This design comes from an exercise in tuning for small area, a short achievable clock period and few clock cycles per item on the open sky130 flow, not from production work.
For this run, only the layout was checked, not whether the RTL still works.
Power and IR drop assume default switching activity.

File: constraint.sdc
create_clock -name core_clock -period 5.0 [get_ports {clk_i}]
set_input_delay 1.0000 -clock core_clock [delete_from_list [all_inputs] [get_ports {clk_i}]]
set_output_delay 1.0000 -clock core_clock [all_outputs]
set_load 0.01 [all_outputs]
File: flow/abc.script
strash
dch
map -a
topo
stime -c
File: design.v
module sqrt_mult_system (
    input clk_i,
    input rst_i,
    input start_i,
    input [7:0] a_bi,
    input [7:0] b_bi,
    output [15:0] result,
    output done
);
    wire [19:0] d;
    wire p000;
    wire p001;
    wire p002;
    wire p003;
    wire p004;
    wire p005;
    wire p006;
    wire p007;
    wire p008;
    wire p009;
    wire p010;
    wire p011;
    wire p012;
    wire p013;
    wire p014;
    wire p015;
    wire p016;
    wire p017;
    wire p018;
    wire p019;
    wire p020;
    wire p021;
    wire p022;
    wire p023;
    wire p024;
    wire p025;
    wire p026;
    wire p027;
    wire p028;
    wire p029;
    wire p030;
    wire p031;
    wire p032;
    wire p033;
    wire p034;
    wire p035;
    wire p036;
    wire p037;
    wire p038;
    wire p039;
    wire p040;
    wire p041;
    wire p042;
    wire p043;
    wire p044;
    wire p045;
    wire p046;
    wire p047;
    wire p048;
    wire p049;
    wire p050;
    wire p051;
    wire p052;
    wire p053;
    wire p054;
    wire p055;
    wire p056;
    wire p057;
    wire p058;
    wire p059;
    wire p060;
    wire p061;
    wire p062;
    wire p063;
    wire p064;
    wire p065;
    wire p066;
    wire p067;
    wire p068;
    wire p069;
    wire p070;
    wire p071;
    wire p072;
    wire p073;
    wire p074;
    wire p075;
    wire p076;
    wire p077;
    wire p078;
    wire p079;
    wire p080;
    wire p081;
    wire p082;
    wire p083;
    wire p084;
    wire p085;
    wire p086;
    wire p087;
    wire p088;
    wire p089;
    wire p090;
    wire p091;
    wire p092;
    wire p093;
    wire p094;
    wire p095;
    wire p096;
    wire p097;
    wire p098;
    wire p099;
    wire p100;
    wire p101;
    wire p102;
    wire p103;
    wire p104;
    wire p105;
    wire p106;
    wire p107;
    wire p108;
    wire p109;
    wire p110;
    wire p111;
    wire p112;
    wire p113;
    wire p114;
    wire p115;
    wire p116;
    wire p117;
    wire p118;
    wire p119;
    wire p120;
    wire p121;
    wire p122;
    wire p123;
    wire p124;
    wire p125;
    wire p126;
    wire p127;
    wire p128;
    wire p129;
    wire p130;
    wire p131;
    wire p132;
    wire p133;
    wire p134;
    wire p135;
    wire p136;
    wire p137;
    wire p138;
    wire p139;
    wire p140;
    wire p141;
    wire p142;
    wire p143;
    wire p144;
    wire p145;
    wire p146;
    wire p147;
    wire p148;
    wire p149;
    wire p150;
    wire p151;
    wire p152;
    wire p153;
    wire p154;
    wire p155;
    wire p156;
    wire p157;
    wire p158;
    wire p159;
    wire p160;
    wire p161;
    wire p162;
    wire p163;
    wire p164;
    wire p165;
    wire p166;
    wire p167;
    wire p168;
    wire p169;
    wire p170;
    wire p171;
    wire p172;
    wire p173;
    wire p174;
    wire p175;
    wire p176;
    wire p177;
    wire p178;
    wire p179;
    wire p180;
    wire p181;
    wire p182;
    wire p183;
    wire p184;
    wire p185;
    wire p186;
    wire p187;
    wire p188;
    wire p189;
    wire p190;
    wire p191;
    wire p192;
    wire p193;
    wire p194;
    wire p195;
    wire p196;
    wire p197;
    wire p198;
    wire p199;
    wire p200;
    wire p201;
    wire p202;
    wire p203;
    wire p204;
    wire p205;
    wire p206;
    wire p207;
    wire p208;
    wire p209;
    wire p210;
    wire p211;
    wire p212;
    wire p213;
    wire p214;
    wire p215;
    wire p216;
    wire p217;
    wire p218;
    wire p219;
    wire p220;
    wire p221;
    wire p222;
    wire p223;
    wire p224;
    wire p225;
    wire p226;
    wire p227;
    wire p228;
    wire p229;
    wire p230;
    wire p231;
    wire p232;
    wire p233;
    wire p234;
    wire p235;
    wire p236;
    wire p237;
    wire p238;
    wire p239;
    wire p240;
    wire p241;
    wire p242;
    wire p243;
    wire p244;
    wire p245;
    wire p246;
    wire p247;
    wire p248;
    wire p249;
    wire p250;
    wire p251;
    wire p252;
    wire p253;
    wire p254;
    wire p255;
    wire p256;
    wire p257;
    wire p258;
    wire p259;
    wire p260;
    wire p261;
    wire p262;
    wire p263;
    wire p264;
    wire p265;
    wire p266;
    wire p267;
    wire p268;
    wire p269;
    wire p270;
    wire p271;
    wire p272;
    wire p273;
    wire p274;
    wire p275;
    wire p276;
    wire p277;
    wire p278;
    wire p279;
    wire p280;
    wire p281;
    wire p282;
    wire p283;
    wire p284;
    wire p285;
    wire p286;
    wire p287;
    wire p288;
    wire p289;
    wire p290;
    wire p291;
    wire p292;
    wire p293;
    wire p294;
    wire p295;
    wire p296;
    wire p297;
    wire p298;
    wire p299;
    wire p300;
    wire p301;
    wire p302;
    wire p303;
    wire p304;
    wire p305;
    wire p306;
    wire p307;
    wire p308;
    wire p309;
    wire p310;
    wire p311;
    wire p312;
    wire hv5;
    wire hv4;
    wire hv3;
    wire hv0;
    wire hv2;
    wire hv1;
    wire lv9;
    wire lv8;
    wire lv7;
    wire lv6;
    wire lv5;
    wire lv4;
    wire lv3;
    wire lv2;
    wire lv1;
    wire lv0;
    wire hv6;
    wire hv7;
    wire hv8;
    wire hv9;
    assign p251 = ~b_bi[6];
    assign p252 = ~b_bi[5];
    assign p253 = ~b_bi[4];
    assign p254 = p253 & p252;
    assign p255 = p254 & p251;
    assign p256 = ~p255;
    assign p257 = p256 & b_bi[7];
    assign p258 = ~p257;
    assign p259 = ~b_bi[7];
    assign p260 = p259 & p251;
    assign p261 = ~p260;
    assign p262 = p261 & p258;
    assign p263 = p262 & a_bi[4];
    assign p264 = ~p263;
    assign p265 = ~p254;
    assign p266 = p260 & p265;
    assign p267 = p266 & a_bi[5];
    assign p268 = ~p267;
    assign p269 = p268 & p264;
    assign p270 = a_bi[0] & a_bi[1];
    assign p271 = ~p270;
    assign p272 = ~a_bi[4];
    assign p273 = ~a_bi[2];
    assign p274 = p273 & p272;
    assign p275 = p274 & p271;
    assign p276 = ~p275;
    assign p277 = ~a_bi[3];
    assign p278 = p277 & p272;
    assign p279 = ~p278;
    assign p280 = p279 & p276;
    assign p281 = a_bi[1] & a_bi[2];
    assign p282 = ~p281;
    assign p283 = p282 & p277;
    assign p284 = ~p283;
    assign p285 = p284 & a_bi[4];
    assign p286 = ~p285;
    assign p287 = p286 & p280;
    assign p288 = p287 & a_bi[5];
    assign p289 = ~p288;
    assign p290 = ~a_bi[5];
    assign p291 = ~p287;
    assign p292 = p291 & p290;
    assign p293 = ~p292;
    assign p294 = p293 & p289;
    assign p295 = p294 & p257;
    assign p296 = ~p295;
    assign p297 = p296 & p269;
    assign hv5 = ~p297;
    assign p298 = p262 & a_bi[3];
    assign p299 = ~p298;
    assign p300 = p266 & a_bi[4];
    assign p301 = ~p300;
    assign p302 = p301 & p299;
    assign p303 = p271 & p273;
    assign p304 = ~p303;
    assign p305 = p304 & a_bi[3];
    assign p306 = ~p305;
    assign p307 = p306 & p284;
    assign p308 = p307 & a_bi[4];
    assign p309 = ~p308;
    assign p310 = ~p307;
    assign p311 = p310 & p272;
    assign p312 = ~p311;
    assign p000 = p312 & p309;
    assign p001 = p000 & p257;
    assign p002 = ~p001;
    assign p003 = p002 & p302;
    assign hv4 = ~p003;
    assign p004 = p262 & a_bi[2];
    assign p005 = ~p004;
    assign p006 = p266 & a_bi[3];
    assign p007 = ~p006;
    assign p008 = p007 & p005;
    assign p009 = p304 & p282;
    assign p010 = p009 & a_bi[3];
    assign p011 = ~p010;
    assign p012 = ~p009;
    assign p013 = p012 & p277;
    assign p014 = ~p013;
    assign p015 = p014 & p011;
    assign p016 = p015 & p257;
    assign p017 = ~p016;
    assign p018 = p017 & p008;
    assign hv3 = ~p018;
    assign p019 = ~p266;
    assign p020 = p019 & p258;
    assign p021 = ~p020;
    assign p022 = p021 & a_bi[2];
    assign hv0 = p021 & a_bi[0];
    assign p023 = ~hv0;
    assign p024 = p261 & a_bi[1];
    assign p025 = p024 & p023;
    assign p026 = ~p025;
    assign p027 = p026 & p022;
    assign p028 = ~p027;
    assign p029 = ~p022;
    assign p030 = p025 & p029;
    assign p031 = ~p030;
    assign p032 = p031 & p028;
    assign hv2 = ~p032;
    assign p033 = ~a_bi[1];
    assign p034 = ~a_bi[0];
    assign p035 = p034 & p033;
    assign p036 = ~p035;
    assign p037 = p036 & p271;
    assign p038 = p037 & p257;
    assign p039 = ~p038;
    assign p040 = p266 & a_bi[1];
    assign p041 = ~p040;
    assign p042 = p041 & p039;
    assign p043 = p262 & a_bi[0];
    assign p044 = ~p043;
    assign p045 = p044 & p042;
    assign hv1 = ~p045;
    assign p046 = ~b_bi[1];
    assign p047 = ~b_bi[2];
    assign p048 = p047 & p046;
    assign p049 = ~b_bi[0];
    assign p050 = p259 & p049;
    assign p051 = p050 & p048;
    assign p052 = ~p051;
    assign p053 = ~b_bi[3];
    assign p054 = p053 & p259;
    assign p055 = ~p054;
    assign p056 = p055 & p052;
    assign p057 = b_bi[5] & b_bi[6];
    assign p058 = p057 & b_bi[4];
    assign p059 = ~p058;
    assign p060 = p059 & p256;
    assign p061 = ~p060;
    assign p062 = p061 & p056;
    assign p063 = ~p062;
    assign p064 = b_bi[7] & b_bi[6];
    assign p065 = ~p064;
    assign p066 = b_bi[4] & p259;
    assign p067 = p066 & p251;
    assign p068 = ~p067;
    assign p069 = p068 & p065;
    assign p070 = ~p069;
    assign p071 = p053 & p049;
    assign p072 = p071 & p048;
    assign p073 = ~p072;
    assign p074 = p073 & b_bi[5];
    assign p075 = p074 & p070;
    assign p076 = ~p075;
    assign p077 = p076 & p063;
    assign p078 = ~p077;
    assign p079 = ~a_bi[6];
    assign p080 = p280 & a_bi[5];
    assign p081 = ~p080;
    assign p082 = p081 & p079;
    assign p083 = ~p082;
    assign p084 = p083 & a_bi[7];
    assign lv9 = p084 & p078;
    assign p085 = p053 & p253;
    assign p086 = p085 & p047;
    assign p087 = b_bi[5] & b_bi[7];
    assign p088 = ~p087;
    assign p089 = p088 & p086;
    assign p090 = ~p089;
    assign p091 = b_bi[7] & p251;
    assign p092 = ~p091;
    assign p093 = p092 & p090;
    assign p094 = p252 & p259;
    assign p095 = p094 & p256;
    assign p096 = ~p095;
    assign p097 = p096 & p093;
    assign p098 = p097 & p077;
    assign p099 = p098 & a_bi[7];
    assign p100 = ~p099;
    assign p101 = ~p084;
    assign p102 = ~a_bi[7];
    assign p103 = p277 & p290;
    assign p104 = p103 & p282;
    assign p105 = ~p104;
    assign p106 = p272 & p290;
    assign p107 = ~p106;
    assign p108 = p107 & p105;
    assign p109 = p108 & a_bi[6];
    assign p110 = ~p109;
    assign p111 = p110 & p102;
    assign p112 = ~p111;
    assign p113 = p112 & p101;
    assign p114 = p113 & p078;
    assign p115 = ~p114;
    assign p116 = p115 & p100;
    assign lv8 = ~p116;
    assign p117 = ~p097;
    assign p118 = p048 & p049;
    assign p119 = ~p118;
    assign p120 = p119 & b_bi[3];
    assign p121 = ~p120;
    assign p122 = ~p066;
    assign p123 = p253 & b_bi[7];
    assign p124 = ~p123;
    assign p125 = p124 & p122;
    assign p126 = ~p125;
    assign p127 = p126 & p251;
    assign p128 = p127 & p121;
    assign p129 = ~p128;
    assign p130 = p253 & b_bi[6];
    assign p131 = ~p130;
    assign p132 = p131 & p259;
    assign p133 = p132 & p073;
    assign p134 = ~p133;
    assign p135 = p065 & p252;
    assign p136 = p135 & p134;
    assign p137 = ~p136;
    assign p138 = p137 & p129;
    assign p139 = p138 & p117;
    assign p140 = p139 & a_bi[7];
    assign p141 = ~p140;
    assign p142 = p098 & a_bi[6];
    assign p143 = ~p142;
    assign p144 = p143 & p141;
    assign p145 = ~p108;
    assign p146 = p145 & a_bi[6];
    assign p147 = ~p146;
    assign p148 = p079 & a_bi[5];
    assign p149 = p148 & p280;
    assign p150 = ~p149;
    assign p151 = p150 & p147;
    assign p152 = ~p151;
    assign p153 = p152 & a_bi[7];
    assign p154 = ~p153;
    assign p155 = p151 & p102;
    assign p156 = ~p155;
    assign p157 = p156 & p154;
    assign p158 = p157 & p078;
    assign p159 = ~p158;
    assign p160 = p159 & p144;
    assign lv7 = ~p160;
    assign p161 = a_bi[6] & a_bi[5];
    assign p162 = p161 & p280;
    assign p163 = ~p162;
    assign p164 = p163 & p147;
    assign p165 = p108 & p079;
    assign p166 = p165 & p081;
    assign p167 = ~p166;
    assign p168 = p167 & p164;
    assign p169 = ~p168;
    assign p170 = p169 & p078;
    assign p171 = ~p170;
    assign p172 = p098 & a_bi[5];
    assign p173 = ~p172;
    assign p174 = p173 & p171;
    assign p175 = p139 & a_bi[6];
    assign p176 = ~p175;
    assign p177 = p176 & p174;
    assign lv6 = ~p177;
    assign p178 = p098 & a_bi[4];
    assign p179 = ~p178;
    assign p180 = p078 & p294;
    assign p181 = ~p180;
    assign p182 = p181 & p179;
    assign p183 = p139 & a_bi[5];
    assign p184 = ~p183;
    assign p185 = p184 & p182;
    assign lv5 = ~p185;
    assign p186 = p098 & a_bi[3];
    assign p187 = ~p186;
    assign p188 = p078 & p000;
    assign p189 = ~p188;
    assign p190 = p189 & p187;
    assign p191 = p139 & a_bi[4];
    assign p192 = ~p191;
    assign p193 = p192 & p190;
    assign lv4 = ~p193;
    assign p194 = p098 & a_bi[2];
    assign p195 = ~p194;
    assign p196 = p078 & p015;
    assign p197 = ~p196;
    assign p198 = p197 & p195;
    assign p199 = p139 & a_bi[3];
    assign p200 = ~p199;
    assign p201 = p200 & p198;
    assign lv3 = ~p201;
    assign p202 = ~p139;
    assign p203 = p034 & a_bi[1];
    assign p204 = ~p203;
    assign p205 = p204 & p078;
    assign p206 = ~p205;
    assign p207 = p206 & p202;
    assign p208 = ~p207;
    assign p209 = p208 & a_bi[2];
    assign p210 = ~p209;
    assign p211 = ~p098;
    assign p212 = p034 & p273;
    assign p213 = p212 & p078;
    assign p214 = ~p213;
    assign p215 = p214 & p211;
    assign p216 = ~p215;
    assign p217 = p216 & a_bi[1];
    assign p218 = ~p217;
    assign p219 = p218 & p210;
    assign lv2 = ~p219;
    assign p220 = p098 & a_bi[0];
    assign p221 = ~p220;
    assign p222 = p078 & p037;
    assign p223 = ~p222;
    assign p224 = p223 & p221;
    assign p225 = p139 & a_bi[1];
    assign p226 = ~p225;
    assign p227 = p226 & p224;
    assign lv1 = ~p227;
    assign p228 = p202 & p077;
    assign p229 = ~p228;
    assign lv0 = p229 & a_bi[0];
    assign p230 = p262 & a_bi[5];
    assign p231 = ~p230;
    assign p232 = p266 & a_bi[6];
    assign p233 = ~p232;
    assign p234 = p233 & p231;
    assign p235 = p169 & p257;
    assign p236 = ~p235;
    assign p237 = p236 & p234;
    assign hv6 = ~p237;
    assign p238 = p262 & a_bi[6];
    assign p239 = ~p238;
    assign p240 = p266 & a_bi[7];
    assign p241 = ~p240;
    assign p242 = p241 & p239;
    assign p243 = p157 & p257;
    assign p244 = ~p243;
    assign p245 = p244 & p242;
    assign hv7 = ~p245;
    assign p246 = p113 & p257;
    assign p247 = ~p246;
    assign p248 = p262 & a_bi[7];
    assign p249 = ~p248;
    assign p250 = p249 & p247;
    assign hv8 = ~p250;
    assign hv9 = p084 & p257;
    assign d = { hv9, hv8, hv7, hv6, hv5, hv4, hv3, hv2, hv1, hv0, lv9, lv8, lv7, lv6, lv5, lv4, lv3, lv2, lv1, lv0 };
    reg        done_r;
    reg [1:0] res_lo;
    reg [7:0] up_lo;
    reg [9:0] up_hi;
    always @(posedge clk_i) begin
        done_r <= start_i & ~rst_i;
        {up_hi, up_lo, res_lo} <= d;
    end
    wire [9:0] u;
    wire q000;
    wire q001;
    wire q002;
    wire q003;
    wire q004;
    wire q005;
    wire q006;
    wire q007;
    wire q008;
    wire q009;
    wire q010;
    wire q011;
    wire q012;
    wire q013;
    wire q014;
    wire q015;
    wire q016;
    wire q017;
    wire q018;
    wire q019;
    wire q020;
    wire q021;
    wire q022;
    wire q023;
    wire q024;
    wire q025;
    wire q026;
    wire q027;
    wire q028;
    wire q029;
    wire q030;
    wire q031;
    wire q032;
    wire q033;
    wire q034;
    wire q035;
    wire q036;
    wire q037;
    wire q038;
    wire q039;
    wire q040;
    wire q041;
    wire q042;
    wire q043;
    wire q044;
    wire q045;
    wire q046;
    wire q047;
    wire q048;
    wire q049;
    wire q050;
    wire q051;
    wire q052;
    wire q053;
    wire q054;
    wire q055;
    wire q056;
    wire q057;
    wire q058;
    wire q059;
    wire q060;
    wire q061;
    wire q062;
    wire q063;
    wire q064;
    wire q065;
    wire q066;
    wire q067;
    wire q068;
    wire q069;
    wire q070;
    wire q071;
    wire q072;
    wire q073;
    wire q074;
    wire q075;
    wire q076;
    wire q077;
    wire q078;
    wire q079;
    wire q080;
    wire q081;
    wire q082;
    wire q083;
    wire q084;
    wire q085;
    wire q086;
    wire q087;
    wire q088;
    wire q089;
    wire q090;
    wire q091;
    wire q092;
    wire q093;
    wire q094;
    wire q095;
    wire q096;
    wire q097;
    wire q098;
    wire q099;
    wire q100;
    wire q101;
    wire q102;
    wire q103;
    wire q104;
    wire q105;
    wire q106;
    wire q107;
    wire q108;
    wire q109;
    wire q110;
    wire q111;
    wire q112;
    wire q113;
    wire q114;
    wire q115;
    wire q116;
    wire q117;
    wire q118;
    wire q119;
    wire q120;
    wire q121;
    wire q122;
    wire q123;
    wire q124;
    wire q125;
    wire q126;
    wire q127;
    wire q128;
    wire q129;
    wire q130;
    wire q131;
    wire q132;
    wire q133;
    wire q134;
    wire q135;
    wire q136;
    wire q137;
    wire q138;
    wire q139;
    wire q140;
    wire q141;
    wire q142;
    wire q143;
    wire q144;
    wire q145;
    wire q146;
    wire q147;
    wire q148;
    wire q149;
    wire q150;
    wire q151;
    wire q152;
    wire q153;
    wire q154;
    wire q155;
    wire q156;
    wire q157;
    wire q158;
    wire q159;
    wire q160;
    wire q161;
    wire q162;
    wire q163;
    wire q164;
    wire q165;
    wire q166;
    wire q167;
    wire q168;
    wire q169;
    wire q170;
    wire q171;
    wire q172;
    wire q173;
    wire q174;
    wire q175;
    wire q176;
    wire fu_x1;
    wire fu_x2;
    wire fu_x3;
    wire fu_x4;
    wire fu_x5;
    wire fu_x6;
    wire fu_x7;
    wire fu_x8;
    wire fu_x9;
    wire fu_p0;
    assign q109 = up_lo[0] & up_hi[0];
    assign q110 = ~up_hi[1];
    assign q111 = ~up_lo[1];
    assign q112 = q111 & q110;
    assign q113 = ~q112;
    assign q114 = up_lo[1] & up_hi[1];
    assign q115 = ~q114;
    assign q116 = q115 & q113;
    assign q117 = q116 & q109;
    assign q118 = ~q117;
    assign q119 = ~q109;
    assign q120 = ~q116;
    assign q121 = q120 & q119;
    assign q122 = ~q121;
    assign fu_x1 = q122 & q118;
    assign q123 = q113 & q109;
    assign q124 = ~q123;
    assign q125 = q124 & q115;
    assign q126 = ~q125;
    assign q127 = ~up_lo[2];
    assign q128 = q127 & up_hi[2];
    assign q129 = ~q128;
    assign q130 = ~up_hi[2];
    assign q131 = up_lo[2] & q130;
    assign q132 = ~q131;
    assign q133 = q132 & q129;
    assign q134 = ~q133;
    assign q135 = q134 & q126;
    assign q136 = ~q135;
    assign q137 = q133 & q125;
    assign q138 = ~q137;
    assign fu_x2 = q138 & q136;
    assign q139 = up_lo[2] & up_hi[2];
    assign q140 = ~q139;
    assign q141 = q134 & q114;
    assign q142 = ~q141;
    assign q143 = q142 & q140;
    assign q144 = q134 & q116;
    assign q145 = q144 & q109;
    assign q146 = ~q145;
    assign q147 = q146 & q143;
    assign q148 = ~up_hi[3];
    assign q149 = ~up_lo[3];
    assign q150 = q149 & q148;
    assign q151 = ~q150;
    assign q152 = up_lo[3] & up_hi[3];
    assign q153 = ~q152;
    assign q154 = q153 & q151;
    assign q155 = q154 & q147;
    assign q156 = ~q155;
    assign q157 = ~q147;
    assign q158 = ~q154;
    assign q159 = q158 & q157;
    assign q160 = ~q159;
    assign q161 = q160 & q156;
    assign fu_x3 = ~q161;
    assign q162 = up_lo[4] & up_hi[4];
    assign q163 = ~q162;
    assign q164 = ~up_hi[4];
    assign q165 = ~up_lo[4];
    assign q166 = q165 & q164;
    assign q167 = ~q166;
    assign q168 = q167 & q163;
    assign q169 = ~q168;
    assign q170 = q151 & q139;
    assign q171 = ~q170;
    assign q172 = q171 & q153;
    assign q173 = q154 & q134;
    assign q174 = q173 & q126;
    assign q175 = ~q174;
    assign q176 = q175 & q172;
    assign q000 = q176 & q169;
    assign q001 = ~q000;
    assign q002 = ~q176;
    assign q003 = q002 & q168;
    assign q004 = ~q003;
    assign fu_x4 = q004 & q001;
    assign q005 = ~up_hi[5];
    assign q006 = ~up_lo[5];
    assign q007 = q006 & q005;
    assign q008 = ~q007;
    assign q009 = up_lo[5] & up_hi[5];
    assign q010 = ~q009;
    assign q011 = q010 & q008;
    assign q012 = ~q011;
    assign q013 = q167 & q152;
    assign q014 = ~q013;
    assign q015 = q014 & q163;
    assign q016 = q168 & q154;
    assign q017 = q016 & q157;
    assign q018 = ~q017;
    assign q019 = q018 & q015;
    assign q020 = ~q019;
    assign q021 = q020 & q012;
    assign q022 = ~q021;
    assign q023 = q019 & q011;
    assign q024 = ~q023;
    assign q025 = q024 & q022;
    assign fu_x5 = ~q025;
    assign q026 = ~up_hi[6];
    assign q027 = ~up_lo[6];
    assign q028 = q027 & q026;
    assign q029 = ~q028;
    assign q030 = up_lo[6] & up_hi[6];
    assign q031 = ~q030;
    assign q032 = q031 & q029;
    assign q033 = ~q032;
    assign q034 = q010 & q163;
    assign q035 = ~q034;
    assign q036 = q035 & q008;
    assign q037 = ~q036;
    assign q038 = q011 & q168;
    assign q039 = q038 & q002;
    assign q040 = ~q039;
    assign q041 = q040 & q037;
    assign q042 = ~q041;
    assign q043 = q042 & q033;
    assign q044 = ~q043;
    assign q045 = q041 & q032;
    assign q046 = ~q045;
    assign q047 = q046 & q044;
    assign fu_x6 = ~q047;
    assign q048 = ~up_hi[7];
    assign q049 = ~up_lo[7];
    assign q050 = q049 & q048;
    assign q051 = ~q050;
    assign q052 = up_lo[7] & up_hi[7];
    assign q053 = ~q052;
    assign q054 = q053 & q051;
    assign q055 = ~q054;
    assign q056 = q032 & q011;
    assign q057 = q056 & q016;
    assign q058 = q057 & q157;
    assign q059 = ~q058;
    assign q060 = q032 & q009;
    assign q061 = ~q060;
    assign q062 = q061 & q031;
    assign q063 = ~q015;
    assign q064 = q056 & q063;
    assign q065 = ~q064;
    assign q066 = q065 & q062;
    assign q067 = q066 & q059;
    assign q068 = ~q067;
    assign q069 = q068 & q055;
    assign q070 = ~q069;
    assign q071 = q067 & q054;
    assign q072 = ~q071;
    assign q073 = q072 & q070;
    assign fu_x7 = ~q073;
    assign q074 = q054 & q030;
    assign q075 = ~q074;
    assign q076 = q075 & q053;
    assign q077 = q054 & q032;
    assign q078 = q077 & q036;
    assign q079 = ~q078;
    assign q080 = q079 & q076;
    assign q081 = ~q080;
    assign q082 = q081 & up_hi[8];
    assign q083 = ~q082;
    assign q084 = q077 & q038;
    assign q085 = q084 & up_hi[8];
    assign q086 = q085 & q002;
    assign q087 = ~q086;
    assign q088 = q087 & q083;
    assign q089 = ~up_hi[8];
    assign q090 = q084 & q002;
    assign q091 = ~q090;
    assign q092 = q091 & q080;
    assign q093 = q092 & q089;
    assign q094 = ~q093;
    assign fu_x8 = q094 & q088;
    assign q095 = q088 & up_hi[9];
    assign q096 = ~q095;
    assign q097 = ~up_hi[9];
    assign q098 = ~q088;
    assign q099 = q098 & q097;
    assign q100 = ~q099;
    assign q101 = q100 & q096;
    assign fu_x9 = ~q101;
    assign q102 = ~up_lo[0];
    assign q103 = q102 & up_hi[0];
    assign q104 = ~q103;
    assign q105 = ~up_hi[0];
    assign q106 = up_lo[0] & q105;
    assign q107 = ~q106;
    assign q108 = q107 & q104;
    assign fu_p0 = ~q108;
    assign u = { fu_x9, fu_x8, fu_x7, fu_x6, fu_x5, fu_x4, fu_x3, fu_x2, fu_x1, fu_p0 };
    assign result = {4'b0, u, res_lo};
    assign done   = done_r;
endmodule
File: standard.sh
#!/bin/bash
# synth_recipe.tcl (not shown) runs the flow's synth.tcl, then flattens the netlist and writes it again
# the make line also repeats each setting of config.mk as NAME=value (left out here)
make -C /OpenROAD-flow-scripts/flow DESIGN_CONFIG=/design/flow/config.mk WORK_HOME=/design/flow/orfs CLKGATE_MAP_FILE= SYNTH_SCRIPT=/design/flow/synth_recipe.tcl "${@:-finish}"
File: flow/synth.tcl
# synth_recipe.tcl with two hooks: abc runs flow/abc.script (MY_ABC_SCRIPT),
# and extract_fa is skipped when MY_NOFA is 1.
proc synth {args} { yosys synth -nofsm -noshare {*}$args }
proc abc {args} {
  set out {}
  set skip 0
  foreach a $args {
    if {$skip} { set skip 0; continue }
    if {$a eq "-script" || $a eq "-D"} { set skip 1; continue }
    lappend out $a
  }
  lappend out -script $::env(MY_ABC_SCRIPT)
  yosys abc {*}$out
}
if {$::env(MY_NOFA)} { proc extract_fa {args} {} }
source $::env(SCRIPTS_DIR)/synth.tcl
# left out here: clear keep_hierarchy, flatten, clean up, hide names made inside functions, write 1_2_yosys.v
File: config.mk
export PLATFORM = sky130hd
export DESIGN_NAME = sqrt_mult_system
export DESIGN_NICKNAME = sqrt_mult_system
export VERILOG_FILES = /design/flow/design.v
export SDC_FILE = /design/flow/constraint.sdc
export NUM_CORES = 4
export LEC_CHECK = 0
export CAP_MARGIN = 20
export CORE_MARGIN = 2
export CORE_UTILIZATION = 40
export SETUP_SLACK_MARGIN = 2.5
export SLEW_MARGIN = 20
File: flow/params.sh
MY_NOFA=1
PORT_BUFFER=sky130_fd_sc_hd__buf_1
File: flow/run.sh
#!/bin/bash
# Layout flow: the standard ORFS flow, with two changes.
#  1. Synthesis is ORFS's own script (with the standard flow's -nofsm -noshare wrapper,
#     flatten and renaming, as in synth_recipe.tcl), but ABC maps with the
#     script in flow/abc.script and full/half adder extraction can be skipped.
#  2. The port buffers inserted during placement are buf cells instead of
#     the slow clkdlybuf cells that buffer_ports picks by default.
# Settings come from flow/params.sh. Each tool's output goes to its own log.
set -euo pipefail
HERE=$(pwd)
source "$HERE/flow/params.sh"
export MY_ABC_SCRIPT="$HERE/flow/abc.script"
export MY_NOFA
export BUFFER_PORTS_ARGS="-buffer_cell $PORT_BUFFER"
sed "s#SYNTH_SCRIPT=[^ ]*#SYNTH_SCRIPT=$HERE/flow/synth.tcl#" standard.sh > my_standard.sh
bash my_standard.sh finish > flow_make.log 2>&1
==> run summary <==
Of the total synthesized cell area, the portion taken by full adders, half adders and majority gates is 0%. The logs give 3 for the number of buffers created by CTS and 266 for the final-stage net count. The pre-antenna-repair detailed-routing pass consisted of 4 iterations.

In this run the deepest clock path goes through 2 buffers. The repair_antennas step left the layout with diodes totalling 0. In this run the standard cell core region covers 0.00339 mm2. Relative to the synthesized area, the layout overhead comes to 25.5%.

The remaining antenna violation count after routing is 0, and the share of cells above drive strength 1 is 26.4%. Clock period minus worst slack: 2.77 ns. The gate family responsible for the most delay along the worst path is compound AO/OA/AOI/OAI gates. The post-route fraction of the period consumed by the critical path came out at 55.3%. The most used flip-flop cell after synthesis is dfxtp_1. The detailed router used layers up to and including met4.

The HPWL after detailed placement is 2310 um. The number of maximum-capacitance violations was 0; the routed length on met3 was 121 um. The worst endpoint data arrival time came out at 1.77 ns. The synthesized netlist devotes 9.18% of its cell area to XOR and XNOR gates. In the final routed layout, each cell accounts on average for 10.6 um. Synthesis handed over a netlist of 214 instances. Setup repair after global routing could not meet its margin everywhere. The run gives 21 as the row count. The clock net sink count came out at 21. In the routed layout, each cell is associated on average with a via count of 4.93. The clock-pin transition on the worst setup and hold timing paths was 0.11 ns; the initial core utilization was 42.2%. The final cell count without fillers is 292. The met2 wire length came out at 1540 um. The initial antenna violation count was 0. The power per cell area works out to 301 mW/mm2. The number of warnings printed during yosys synthesis was 1; the synthesis-stage register bit count was 21. In the routed design, unresolved DRC markers number 0.

The worst hold path depth is 2, and the routability congestion estimate is 0.849. The critical path data required time came out at 4.00 ns. Each instance of the synthesized netlist takes up on average 6.69 um2. The count of buffers added on input and output ports is 31. Traced cell by cell, the critical path runs through and2_4, buf_4, a221oi_2, o22ai_2, buf_4, a31oi_1, buf_2.

The height of the die was 63.8 um. The global routing usage summed across all routing layers was 15.3%; the number of slew-limit violations in the final report was 0. The routed design has 3100 um of wire. STA classifies the critical path startpoint as a register. The routed layout has 1440 vias.

Delay contributed by the slowest stage of the critical path: 0.35 ns. In this run the worst path has a maximum fanout of 2. In this run, synthesis inferred 0 flip-flops with an integrated enable. The mapped netlist covers 0.00143 mm2. The run gives 29.4% as the sequential-to-total area share from yosys stat. The class of the most critical hold timing path is in2reg. The die is 63.8 um wide.

The placed instances occupy a cell area of 0.00152 mm2. For this block, the initial DRC count from the detailed router was 75. The highest clock rate is 0.362 GHz. By instance count, the cell type seen most on the critical path is buf_4. The cell count after placement was 280; the overall die area was 0.00407 mm2. Summed over all cells, the static leakage comes to 0.702 nW. 36 I/O pins were placed.

TritonCTS built the clock tree. The flow ran to the end and the layout has no timing, DRC or antenna violations. The worst-case IR drop observed on VDD is 0.108 mV. For this block, wires on met1 add up to 1410 um. The share of the synthesized area in compound gates (AO/OA/AOI/OAI) works out to 24.0%. The critical path is of the reg2out type.

For the post-route setup TNS, the log shows 0 ns. After synthesis, the largest family of logic cells by area is compound AO/OA/AOI/OAI gates. Hold repair after CTS inserted 0 buffers. The cell at the root of the clock tree is clkbuf_4.

The synthesized netlist contains 21 unique library cells. The share of synthesized cell area in and, or, nand and nor gates was 20.9%. STA classifies the critical path endpoint as an output port.

The number of global-route vias before repair was 1301; the post-layout instance area was 0.00180 mm2. The critical path crosses 7 cells after its start point. Setup violations remaining at the end of the flow were counted as 0.

Cell with the biggest individual delay on the critical path: dfxtp_2. Measured against the total synthesized area, the mux share comes to 0%. The post-synthesis async set-or-reset flop share was 0%; the number of failing hold endpoints at the final stage was 0.

The critical path contains buffers and inverters numbering 3 combined. The total global routing overflow was 0; the wire length of the first global-routing pass was 5290 um. The maximum number of pins on one net before global-route repair came out at 13.

The H-tree level count was 1.
cells in the mapped netlist, drive strengths merged (2+ instances only):
cell	count	share of area, %
buf	14	7.3
a221oi	2	1.2
nand2	28	7.3
clkinv	34	8.9
nor2	36	9.4
o22ai	4	1.7
a22oi	6	3.1
dfxtp	21	29
o221ai	9	5.5
o21ai	17	5.9
xnor2	3	1.8
nand3	2	0.70
xor2	12	7.3
nor3	7	2.4
a31oi	6	2.6
a21oi	8	2.8
cell families after synthesis:
kind of cell / Yosys count
compound gates: 54
xor+xnor: 15
flops: 21
simple gates: 75
buf+inv: 48
other cells: 1
where the power goes:
group | switching (mW) | internal, mW | leakage, nW
Combinational | 0.149 | 0.109 | 0.506
Clock | 0.0444 | 0.0297 | 0.0177
Sequential | 0.0164 | 0.192 | 0.178
state kept, by name (all words and copies together), names as in the netlist:
name    cells
done_r      1
up_lo       8
up_hi      10
res_lo      2
placed cells by master (no fill, tap or decap), types with 7 or more instances in the layout:
cell and instances:
nor2_1 18, dfxtp_2 8, nor2_2 8, dfxtp_1 11
nand2_1 27, xor2_1 12, nor2_4 10, buf_1 25
buf_4 7, o21ai_0 14, o221ai_1 9, a21oi_1 7
clkinv_1 25
through the flow:
stage / hold WS (ns) / utilization, % / power, mW / worst slack (ns)
floorplan: 1.07 / - / 0.384 / 2.55
global placement: 1.15 / 44.7 / 0.395 / 2.29
detailed placement: 1.16 / 44.7 / 0.395 / 2.29
CTS: 0.833 / 49.8 / 0.512 / 2.20
global route: 0.833 / 53.0 / 0.579 / 2.10
finish: 0.843 / 53.0 / 0.540 / 2.23
area by class of cell:
cell class	instances	area, um2
clock buffers	3	22.5
inverters	34	135
clock inverters	1	5.00
fillers	362	1590
multi-input cells	148	951
repair buffers	39	188
flip-flops and latches	21	438
well taps	46	57.6
path summary, 6_finish.rpt:
| kind | start | slack (ns) | to |
|---|---|---|---|
| setup / recovery | up_lo[6] | 2.23 | result[10] |
| hold / removal | rst_i | 0.84 | done_r |
timing repair:
action                     in CTS  in global routing
gates resized for setup        36                 39
setup endpoints to repair       7                 15
buffers inserted                5                  3
pin swaps                      10                  9
routing by layer:
metal | track usage (%) | up-vias
met2 | 27.0 | 39
met1 | 19.9 | 625
met3 | 0.528 | 2
met5 | 0 | -
met4 | 5.16 | 0
li1 | - | 774

-- what the ideal ports hide --
In the flow no input, the clock included, has a driving cell. The finished layout below was timed again as built, in two steps.
Step 1, drivers: a clkbuf_16 drives clk_i and a buf_2 each remaining input, both assumed.
Step 2 times the ports against the registers' clock, not the clock port: input delays grow and output delays shrink by t, the midpoint of the rising clock arrivals with the driver on.
a / b / c = ideal / step 1 / step 2; a / b = the first two.
t, ns: 0.304
slack for setup (ns): 2.234 / 2.215 / 2.380
worst register clock-pin slew, ns: 0.11 / 0.11
worst data-port slew with drivers (ns): 0.03
cell pins on the clock port's net: 1
After both steps this run still meets setup and hold. For this run, drivers alone change the setup slack by -0.019 ns; drivers and shift together by +0.146 ns.
